Background: an optimization exercise with open tools, aiming at small area and a short achievable clock period. Do not read the settings as production practice. RTL that was checked went through simulation tests only; none was proved equivalent to the original.

==> quartz: inputs <==
Design sh4a_mac, start of the top module:
module sh4a_mac(
    input clk,
    input [31:0] mul_src1,
    input [31:0] mul_src2,
    input [63:0] add_src1,
    input [63:0] add_src2,
    output reg [63:0] result
);
wire one0 = mul_src2[0] ^ 1'b0;
wire two1 = (mul_src2[0] & 1'b0 & ~mul_src2[1]) | (~mul_src2[0] & ~1'b0 & mul_src2[1]);
wire neg2 = mul_src2[1];
wire pp3 = (((one0 & mul_src1[0])) ^ neg2);
wire pp4 = (((one0 & mul_src1[1]) | (two1 & mul_src1[0])) ^ neg2);
wire pp5 = (((one0 & mul_src1[2]) | (two1 & mul_src1[1])) ^ neg2);
wire pp6 = (((one0 & mul_src1[3]) | (two1 & mul_src1[2])) ^ neg2);
wire pp7 = (((one0 & mul_src1[4]) | (two1 & mul_src1[3])) ^ neg2);
wire pp8 = (((one0 & mul_src1[5]) | (two1 & mul_src1[4])) ^ neg2);
wire pp9 = (((one0 & mul_src1[6]) | (two1 & mul_src1[5])) ^ neg2);
wire pp10 = (((one0 & mul_src1[7]) | (two1 & mul_src1[6])) ^ neg2);
wire pp11 = (((one0 & mul_src1[8]) | (two1 & mul_src1[7])) ^ neg2);
wire pp12 = (((one0 & mul_src1[9]) | (two1 & mul_src1[8])) ^ neg2);
wire pp13 = (((one0 & mul_src1[10]) | (two1 & mul_src1[9])) ^ neg2);
wire pp14 = (((one0 & mul_src1[11]) | (two1 & mul_src1[10])) ^ neg2);
wire pp15 = (((one0 & mul_src1[12]) | (two1 & mul_src1[11])) ^ neg2);
wire pp16 = (((one0 & mul_src1[13]) | (two1 & mul_src1[12])) ^ neg2);
wire pp17 = (((one0 & mul_src1[14]) | (two1 & mul_src1[13])) ^ neg2);
wire pp18 = (((one0 & mul_src1[15]) | (two1 & mul_src1[14])) ^ neg2);
wire pp19 = (((one0 & mul_src1[16]) | (two1 & mul_src1[15])) ^ neg2);
wire pp20 = (((one0 & mul_src1[17]) | (two1 & mul_src1[16])) ^ neg2);
wire pp21 = (((one0 & mul_src1[18]) | (two1 & mul_src1[17])) ^ neg2);
wire pp22 = (((one0 & mul_src1[19]) | (two1 & mul_src1[18])) ^ neg2);
wire pp23 = (((one0 & mul_src1[20]) | (two1 & mul_src1[19])) ^ neg2);
wire pp24 = (((one0 & mul_src1[21]) | (two1 & mul_src1[20])) ^ neg2);
wire pp25 = (((one0 & mul_src1[22]) | (two1 & mul_src1[21])) ^ neg2);
wire pp26 = (((one0 & mul_src1[23]) | (two1 & mul_src1[22])) ^ neg2);
wire pp27 = (((one0 & mul_src1[24]) | (two1 & mul_src1[23])) ^ neg2);
wire pp28 = (((one0 & mul_src1[25]) | (two1 & mul_src1[24])) ^ neg2);
wire pp29 = (((one0 & mul_src1[26]) | (two1 & mul_src1[25])) ^ neg2);
  ...
make LEC_CHECK=0 CAP_MARGIN=20 CORE_MARGIN=2 CORE_UTILIZATION=40 SETUP_SLACK_MARGIN=5 SLEW_MARGIN=20 finish   # period 9.5 ns
run.sh (not shown) runs the stock make flow with config.mk's settings and CLKGATE_MAP_FILE= SYNTH_SCRIPT=/design/flow/synth_recipe.tcl, a recipe that flattens the netlist after the stock synthesis.
==> lagoon (differences from quartz) <==
--- a/flow/design.v
+++ b/flow/design.v
@@ -1,14 +1,14 @@
 module sh4a_mac(
     input clk,
     input [31:0] mul_src1,
     input [31:0] mul_src2,
     input [63:0] add_src1,
     input [63:0] add_src2,
-    output reg [63:0] result
+    output [63:0] result
 );
 wire one0 = mul_src2[0] ^ 1'b0;
 wire two1 = (mul_src2[0] & 1'b0 & ~mul_src2[1]) | (~mul_src2[0] & ~1'b0 & mul_src2[1]);
 wire neg2 = mul_src2[1];
 wire pp3 = (((one0 & mul_src1[0])) ^ neg2);
 wire pp4 = (((one0 & mul_src1[1]) | (two1 & mul_src1[0])) ^ neg2);
 wire pp5 = (((one0 & mul_src1[2]) | (two1 & mul_src1[1])) ^ neg2);
@@ -2556,9 +2556,115 @@
 wire w1861 = r0_c61_0 ^ r0_c61_1 ^ w1858;
 wire w1862 = (r0_c61_0 & r0_c61_1) | (r0_c61_0 & w1858) | (r0_c61_1 & w1858);
 wire w1863 = r0_c62_0 ^ r0_c62_1;
 wire w1864 = r0_c62_0 & r0_c62_1;
 wire w1865 = r0_c63_0 ^ r0_c63_1 ^ r0_c63_2;
 wire [63:0] t_s = {w1864, w1863, w1860, w1859, w1852, w1851, w1844, w1843, w1832, w1831, w1820, w1819, w1808, w1807, w1792, w1791, w1774, w1773, w1754, w1753, w1734, w1733, w1710, w1709, w1686, w1685, w1658, w1657, w1630, w1616, w1602, w1599, w1576, w1564, w1552, w1540, w1530, w1520, w1510, w1500, w1492, w1484, w1476, w1468, w1460, w1454, w1448, w1442, w1439, w1430, w1426, w1422, w1418, w1415, w1412, w1410, w1408, r0_c6_3, r0_c5_0, r0_c4_0, r0_c3_0, r0_c2_0, r0_c1_0, r0_c0_0};
 wire [63:0] t_c = {w1865, w1862, w1861, w1856, w1855, w1848, w1847, w1838, w1837, w1826, w1825, w1814, w1813, w1800, w1799, w1782, w1781, w1764, w1763, w1744, w1743, w1722, w1721, w1698, w1697, w1672, w1671, w1644, w1643, w1629, w1615, w1601, w1587, w1575, w1563, w1551, w1539, w1529, w1519, w1509, w1499, w1491, w1483, w1475, w1467, w1459, w1453, w1447, w1441, w1435, w1429, w1425, w1421, w1417, w1413, w1411, w1409, w1407, r0_c5_1, r0_c4_1, r0_c3_1, r0_c2_1, r0_c1_1, r0_c0_1};
-always @(posedge clk) result <= t_s + t_c;
+wire [40:0] lo_sum = {1'b0, t_s[39:0]} + {1'b0, t_c[39:0]};
+reg [39:0] res_lo;
+reg res_cin;
+reg hs_40;
+reg hs_41;
+reg hs_42;
+reg hs_43;
+reg hs_44;
+reg hs_45;
+reg hs_46;
+reg hs_47;
+reg hs_48;
+reg hs_49;
+reg hs_50;
+reg hs_51;
+reg hs_52;
+reg hs_53;
+reg hs_54;
+reg hs_55;
+reg hs_56;
+reg hs_57;
+reg hs_58;
+reg hs_59;
+reg hs_60;
+reg hs_61;
+reg hs_62;
+reg hs_63;
+reg hc_40;
+reg hc_41;
+reg hc_42;
+reg hc_43;
+reg hc_44;
+reg hc_45;
+reg hc_46;
+reg hc_47;
+reg hc_48;
+reg hc_49;
+reg hc_50;
+reg hc_51;
+reg hc_52;
+reg hc_53;
+reg hc_54;
+reg hc_55;
+reg hc_56;
+reg hc_57;
+reg hc_58;
+reg hc_59;
+reg hc_60;
+reg hc_61;
+reg hc_62;
+reg hc_63;
+always @(posedge clk) begin
+    res_lo <= lo_sum[39:0];
+    res_cin <= lo_sum[40];
+    hs_40 <= t_s[40];
+    hs_41 <= t_s[41];
+    hs_42 <= t_s[42];
+    hs_43 <= t_s[43];
+    hs_44 <= t_s[44];
+    hs_45 <= t_s[45];
+    hs_46 <= t_s[46];
+    hs_47 <= t_s[47];
+    hs_48 <= t_s[48];
+    hs_49 <= t_s[49];
+    hs_50 <= t_s[50];
+    hs_51 <= t_s[51];
+    hs_52 <= t_s[52];
+    hs_53 <= t_s[53];
+    hs_54 <= t_s[54];
+    hs_55 <= t_s[55];
+    hs_56 <= t_s[56];
+    hs_57 <= t_s[57];
+    hs_58 <= t_s[58];
+    hs_59 <= t_s[59];
+    hs_60 <= t_s[60];
+    hs_61 <= t_s[61];
+    hs_62 <= t_s[62];
+    hs_63 <= t_s[63];
+    hc_40 <= t_c[40];
+    hc_41 <= t_c[41];
+    hc_42 <= t_c[42];
+    hc_43 <= t_c[43];
+    hc_44 <= t_c[44];
+    hc_45 <= t_c[45];
+    hc_46 <= t_c[46];
+    hc_47 <= t_c[47];
+    hc_48 <= t_c[48];
+    hc_49 <= t_c[49];
+    hc_50 <= t_c[50];
+    hc_51 <= t_c[51];
+    hc_52 <= t_c[52];
+    hc_53 <= t_c[53];
+    hc_54 <= t_c[54];
+    hc_55 <= t_c[55];
+    hc_56 <= t_c[56];
+    hc_57 <= t_c[57];
+    hc_58 <= t_c[58];
+    hc_59 <= t_c[59];
+    hc_60 <= t_c[60];
+    hc_61 <= t_c[61];
+    hc_62 <= t_c[62];
+    hc_63 <= t_c[63];
+end
+wire [23:0] hi_s = {hs_63, hs_62, hs_61, hs_60, hs_59, hs_58, hs_57, hs_56, hs_55, hs_54, hs_53, hs_52, hs_51, hs_50, hs_49, hs_48, hs_47, hs_46, hs_45, hs_44, hs_43, hs_42, hs_41, hs_40};
+wire [23:0] hi_c = {hc_63, hc_62, hc_61, hc_60, hc_59, hc_58, hc_57, hc_56, hc_55, hc_54, hc_53, hc_52, hc_51, hc_50, hc_49, hc_48, hc_47, hc_46, hc_45, hc_44, hc_43, hc_42, hc_41, hc_40};
+wire [24:0] hi_sum = {hi_s, res_cin} + {hi_c, res_cin};
+assign result = {hi_sum[24:1], res_lo};
 endmodule
==> flow/flow/run.sh (new file) <==
#!/bin/bash
# Standard ORFS layout, with Yosys's pre-mapping ABC pass skipped (so the
# full-adder extraction sees clean polarities), a tighter repair target and
# plain buffers on the ports.
set -euo pipefail
bash standard.sh SYNTH_ARGS=-noabc SETUP_SLACK_MARGIN=5 \
  "BUFFER_PORTS_ARGS=-buffer_cell sky130_fd_sc_hd__buf_1" finish > standard.log 2>&1
==> flow/standard.sh (new file) <==
#!/bin/bash
# synth_recipe.tcl (not shown) runs the flow's synth.tcl, then flattens the netlist and writes it again
# the make line also repeats each setting of config.mk as NAME=value (left out here)
make -C /OpenROAD-flow-scripts/flow DESIGN_CONFIG=/design/flow/config.mk WORK_HOME=/design/flow/orfs CLKGATE_MAP_FILE= SYNTH_SCRIPT=/design/flow/synth_recipe.tcl "${@:-finish}"
SETUP_SLACK_MARGIN = not set   (was 5)
removed: flow/run.sh
==> tundra (differences from quartz) <==
--- a/flow/design.v
+++ b/flow/design.v
@@ -1,14 +1,14 @@
 module sh4a_mac(
     input clk,
     input [31:0] mul_src1,
     input [31:0] mul_src2,
     input [63:0] add_src1,
     input [63:0] add_src2,
-    output reg [63:0] result
+    output [63:0] result
 );
 wire one0 = mul_src2[0] ^ 1'b0;
 wire two1 = (mul_src2[0] & 1'b0 & ~mul_src2[1]) | (~mul_src2[0] & ~1'b0 & mul_src2[1]);
 wire neg2 = mul_src2[1];
 wire pp3 = (((one0 & mul_src1[0])) ^ neg2);
 wire pp4 = (((one0 & mul_src1[1]) | (two1 & mul_src1[0])) ^ neg2);
 wire pp5 = (((one0 & mul_src1[2]) | (two1 & mul_src1[1])) ^ neg2);
@@ -2556,9 +2556,115 @@
 wire w1861 = r0_c61_0 ^ r0_c61_1 ^ w1858;
 wire w1862 = (r0_c61_0 & r0_c61_1) | (r0_c61_0 & w1858) | (r0_c61_1 & w1858);
 wire w1863 = r0_c62_0 ^ r0_c62_1;
 wire w1864 = r0_c62_0 & r0_c62_1;
 wire w1865 = r0_c63_0 ^ r0_c63_1 ^ r0_c63_2;
 wire [63:0] t_s = {w1864, w1863, w1860, w1859, w1852, w1851, w1844, w1843, w1832, w1831, w1820, w1819, w1808, w1807, w1792, w1791, w1774, w1773, w1754, w1753, w1734, w1733, w1710, w1709, w1686, w1685, w1658, w1657, w1630, w1616, w1602, w1599, w1576, w1564, w1552, w1540, w1530, w1520, w1510, w1500, w1492, w1484, w1476, w1468, w1460, w1454, w1448, w1442, w1439, w1430, w1426, w1422, w1418, w1415, w1412, w1410, w1408, r0_c6_3, r0_c5_0, r0_c4_0, r0_c3_0, r0_c2_0, r0_c1_0, r0_c0_0};
 wire [63:0] t_c = {w1865, w1862, w1861, w1856, w1855, w1848, w1847, w1838, w1837, w1826, w1825, w1814, w1813, w1800, w1799, w1782, w1781, w1764, w1763, w1744, w1743, w1722, w1721, w1698, w1697, w1672, w1671, w1644, w1643, w1629, w1615, w1601, w1587, w1575, w1563, w1551, w1539, w1529, w1519, w1509, w1499, w1491, w1483, w1475, w1467, w1459, w1453, w1447, w1441, w1435, w1429, w1425, w1421, w1417, w1413, w1411, w1409, w1407, r0_c5_1, r0_c4_1, r0_c3_1, r0_c2_1, r0_c1_1, r0_c0_1};
-always @(posedge clk) result <= t_s + t_c;
+wire [40:0] lo_sum = {1'b0, t_s[39:0]} + {1'b0, t_c[39:0]};
+reg [39:0] res_lo;
+reg res_cin;
+reg hs_40;
+reg hs_41;
+reg hs_42;
+reg hs_43;
+reg hs_44;
+reg hs_45;
+reg hs_46;
+reg hs_47;
+reg hs_48;
+reg hs_49;
+reg hs_50;
+reg hs_51;
+reg hs_52;
+reg hs_53;
+reg hs_54;
+reg hs_55;
+reg hs_56;
+reg hs_57;
+reg hs_58;
+reg hs_59;
+reg hs_60;
+reg hs_61;
+reg hs_62;
+reg hs_63;
+reg hc_40;
+reg hc_41;
+reg hc_42;
+reg hc_43;
+reg hc_44;
+reg hc_45;
+reg hc_46;
+reg hc_47;
+reg hc_48;
+reg hc_49;
+reg hc_50;
+reg hc_51;
+reg hc_52;
+reg hc_53;
+reg hc_54;
+reg hc_55;
+reg hc_56;
+reg hc_57;
+reg hc_58;
+reg hc_59;
+reg hc_60;
+reg hc_61;
+reg hc_62;
+reg hc_63;
+always @(posedge clk) begin
+    res_lo <= lo_sum[39:0];
+    res_cin <= lo_sum[40];
+    hs_40 <= t_s[40];
+    hs_41 <= t_s[41];
+    hs_42 <= t_s[42];
+    hs_43 <= t_s[43];
+    hs_44 <= t_s[44];
+    hs_45 <= t_s[45];
+    hs_46 <= t_s[46];
+    hs_47 <= t_s[47];
+    hs_48 <= t_s[48];
+    hs_49 <= t_s[49];
+    hs_50 <= t_s[50];
+    hs_51 <= t_s[51];
+    hs_52 <= t_s[52];
+    hs_53 <= t_s[53];
+    hs_54 <= t_s[54];
+    hs_55 <= t_s[55];
+    hs_56 <= t_s[56];
+    hs_57 <= t_s[57];
+    hs_58 <= t_s[58];
+    hs_59 <= t_s[59];
+    hs_60 <= t_s[60];
+    hs_61 <= t_s[61];
+    hs_62 <= t_s[62];
+    hs_63 <= t_s[63];
+    hc_40 <= t_c[40];
+    hc_41 <= t_c[41];
+    hc_42 <= t_c[42];
+    hc_43 <= t_c[43];
+    hc_44 <= t_c[44];
+    hc_45 <= t_c[45];
+    hc_46 <= t_c[46];
+    hc_47 <= t_c[47];
+    hc_48 <= t_c[48];
+    hc_49 <= t_c[49];
+    hc_50 <= t_c[50];
+    hc_51 <= t_c[51];
+    hc_52 <= t_c[52];
+    hc_53 <= t_c[53];
+    hc_54 <= t_c[54];
+    hc_55 <= t_c[55];
+    hc_56 <= t_c[56];
+    hc_57 <= t_c[57];
+    hc_58 <= t_c[58];
+    hc_59 <= t_c[59];
+    hc_60 <= t_c[60];
+    hc_61 <= t_c[61];
+    hc_62 <= t_c[62];
+    hc_63 <= t_c[63];
+end
+wire [23:0] hi_s = {hs_63, hs_62, hs_61, hs_60, hs_59, hs_58, hs_57, hs_56, hs_55, hs_54, hs_53, hs_52, hs_51, hs_50, hs_49, hs_48, hs_47, hs_46, hs_45, hs_44, hs_43, hs_42, hs_41, hs_40};
+wire [23:0] hi_c = {hc_63, hc_62, hc_61, hc_60, hc_59, hc_58, hc_57, hc_56, hc_55, hc_54, hc_53, hc_52, hc_51, hc_50, hc_49, hc_48, hc_47, hc_46, hc_45, hc_44, hc_43, hc_42, hc_41, hc_40};
+wire [24:0] hi_sum = {hi_s, res_cin} + {hi_c, res_cin};
+assign result = {hi_sum[24:1], res_lo};
 endmodule
==> flow/flow/run.sh (new file) <==
#!/bin/bash
# Standard ORFS layout, with Yosys's pre-mapping ABC pass skipped (so the
# full-adder extraction sees clean polarities) and a tighter repair target.
set -euo pipefail
bash standard.sh SYNTH_ARGS=-noabc SETUP_SLACK_MARGIN=5 finish > standard.log 2>&1
==> flow/standard.sh (new file) <==
#!/bin/bash
# synth_recipe.tcl (not shown) runs the flow's synth.tcl, then flattens the netlist and writes it again
# the make line also repeats each setting of config.mk as NAME=value (left out here)
make -C /OpenROAD-flow-scripts/flow DESIGN_CONFIG=/design/flow/config.mk WORK_HOME=/design/flow/orfs CLKGATE_MAP_FILE= SYNTH_SCRIPT=/design/flow/synth_recipe.tcl "${@:-finish}"
SETUP_SLACK_MARGIN = not set   (was 5)
removed: flow/run.sh
==> yarrow (differences from quartz) <==
==> flow/flow/run.sh (new file) <==
#!/bin/bash
# Standard ORFS layout, with Yosys's pre-mapping ABC pass skipped (so the
# full-adder extraction sees clean polarities) and a tighter repair target.
set -euo pipefail
bash standard.sh SYNTH_ARGS=-noabc SETUP_SLACK_MARGIN=5 finish > standard.log 2>&1
==> flow/standard.sh (new file) <==
#!/bin/bash
# synth_recipe.tcl (not shown) runs the flow's synth.tcl, then flattens the netlist and writes it again
# the make line also repeats each setting of config.mk as NAME=value (left out here)
make -C /OpenROAD-flow-scripts/flow DESIGN_CONFIG=/design/flow/config.mk WORK_HOME=/design/flow/orfs CLKGATE_MAP_FILE= SYNTH_SCRIPT=/design/flow/synth_recipe.tcl "${@:-finish}"
SETUP_SLACK_MARGIN = not set   (was 5)
removed: flow/run.sh
==> flow_metrics.env <==
export IMPL_status="timing/DRC/antenna clean"
export IMPL_nClkBuffers=64
export IMPL_synth_common_cells="680 x inv_1, 587 x fa_1, 527 x xnor2_1"
export IMPL_worst_path_buf_inv=3
export IMPL_cts_buffers_inserted=49
export IMPL_setup_ws_ns=4.80
export IMPL_diodes=2
export IMPL_grt_max_degree=65
export IMPL_wire_per_inst_um=27.8
export IMPL_cts_sinks=406
export IMPL_highest_layer="met4"
export IMPL_crit_path_max_fanout=6
# the run above: quartz

==> flow_metrics.env <==
export IMPL_status="timing/DRC/antenna clean"
export IMPL_crit_path_max_fanout=3
export IMPL_via_per_inst=5.81
export IMPL_worst_path_buf_inv=2
export IMPL_dp_cells=4293
export IMPL_cts_root_buf="clkbuf_16"
export IMPL_cts_sinks=431
export IMPL_ioPinCount=257
export IMPL_hpwlAfterDp_um=77700
export IMPL_wire_per_inst_um=27.9
export IMPL_grt_max_degree=62
export IMPL_grt_pass1_wl_um=179000
export IMPL_nClkBuffers=70
export IMPL_diodes=0
export IMPL_setup_ws_ns=4.40
# the run above: lagoon

==> flow_metrics.env <==
export IMPL_cts_buffers_inserted=49
export IMPL_worst_path_buf_inv=1
export IMPL_crit_path_max_fanout=8
export IMPL_ioPinCount=257
export IMPL_nClkBuffers=59
export IMPL_cts_sinks=406
export IMPL_status="timing/DRC/antenna clean"
export IMPL_setup_ws_ns=4.65
export IMPL_diodes=1
export IMPL_routed_wl_met3_um=14900
export IMPL_nWellTaps=1155
export IMPL_wire_per_inst_um=29.4
export IMPL_synth_common_cells="587 x fa_1, 525 x xnor2_1, 465 x a22oi_1"
export IMPL_grt_max_degree=65
# the run above: yarrow

==> flow_metrics.env <==
export IMPL_status="timing/DRC/antenna clean"
export IMPL_setup_ws_ns=4.37
export IMPL_grt_max_degree=49
export IMPL_diodes=0
export IMPL_grt_pass1_vias=27700
export IMPL_wire_per_inst_um=28.7
export IMPL_nClkBuffers=76
export IMPL_cts_sinks=431
export IMPL_synth_common_cells="588 x fa_1, 529 x xnor2_1, 466 x a22oi_1"
export IMPL_highest_layer="met4"
export IMPL_cts_buffers_inserted=54
export IMPL_layout_nets=4127
export IMPL_worst_path_buf_inv=2
# the run above: tundra

For lagoon and tundra, only the layout was checked, not whether the RTL still works.

==> separate check: timing with driven ports <==
No port has a modelled driver above. Below, the same layouts with a new extraction and two added sets of constraints.
Step 1: set_driving_cell puts a clkbuf_16 on clk and a buf_2 on each other input, an assumption about the parent block.
Step 2 also shifts input and output timing later by t, the mid clock arrival at the registers, as if the neighbouring blocks saw the same clock.
a / b / c = ideal / step 1 / step 2; a / b = the first two.
| run | shift t [ns] | setup WS [ns] | hold slack, ns |
|---|---|---|---|
| quartz | 0.688 | 4.798 / 4.798 / 4.358 | 0.444 / 0.444 / 0.444 |
| lagoon | 0.671 | 4.402 / 4.333 / 4.408 | 0.431 / 0.431 / 0.431 |
| tundra | 0.675 | 4.375 / 4.309 / 4.388 | 0.433 / 0.433 / 0.433 |
| yarrow | 0.677 | 4.648 / 4.648 / 4.383 | 0.473 / 0.473 / 0.473 |
After both steps every run listed still meets setup and hold. The setup slack of quartz, which loses most, moves by 0.000 ns with the drivers and by -0.440 ns with both steps.
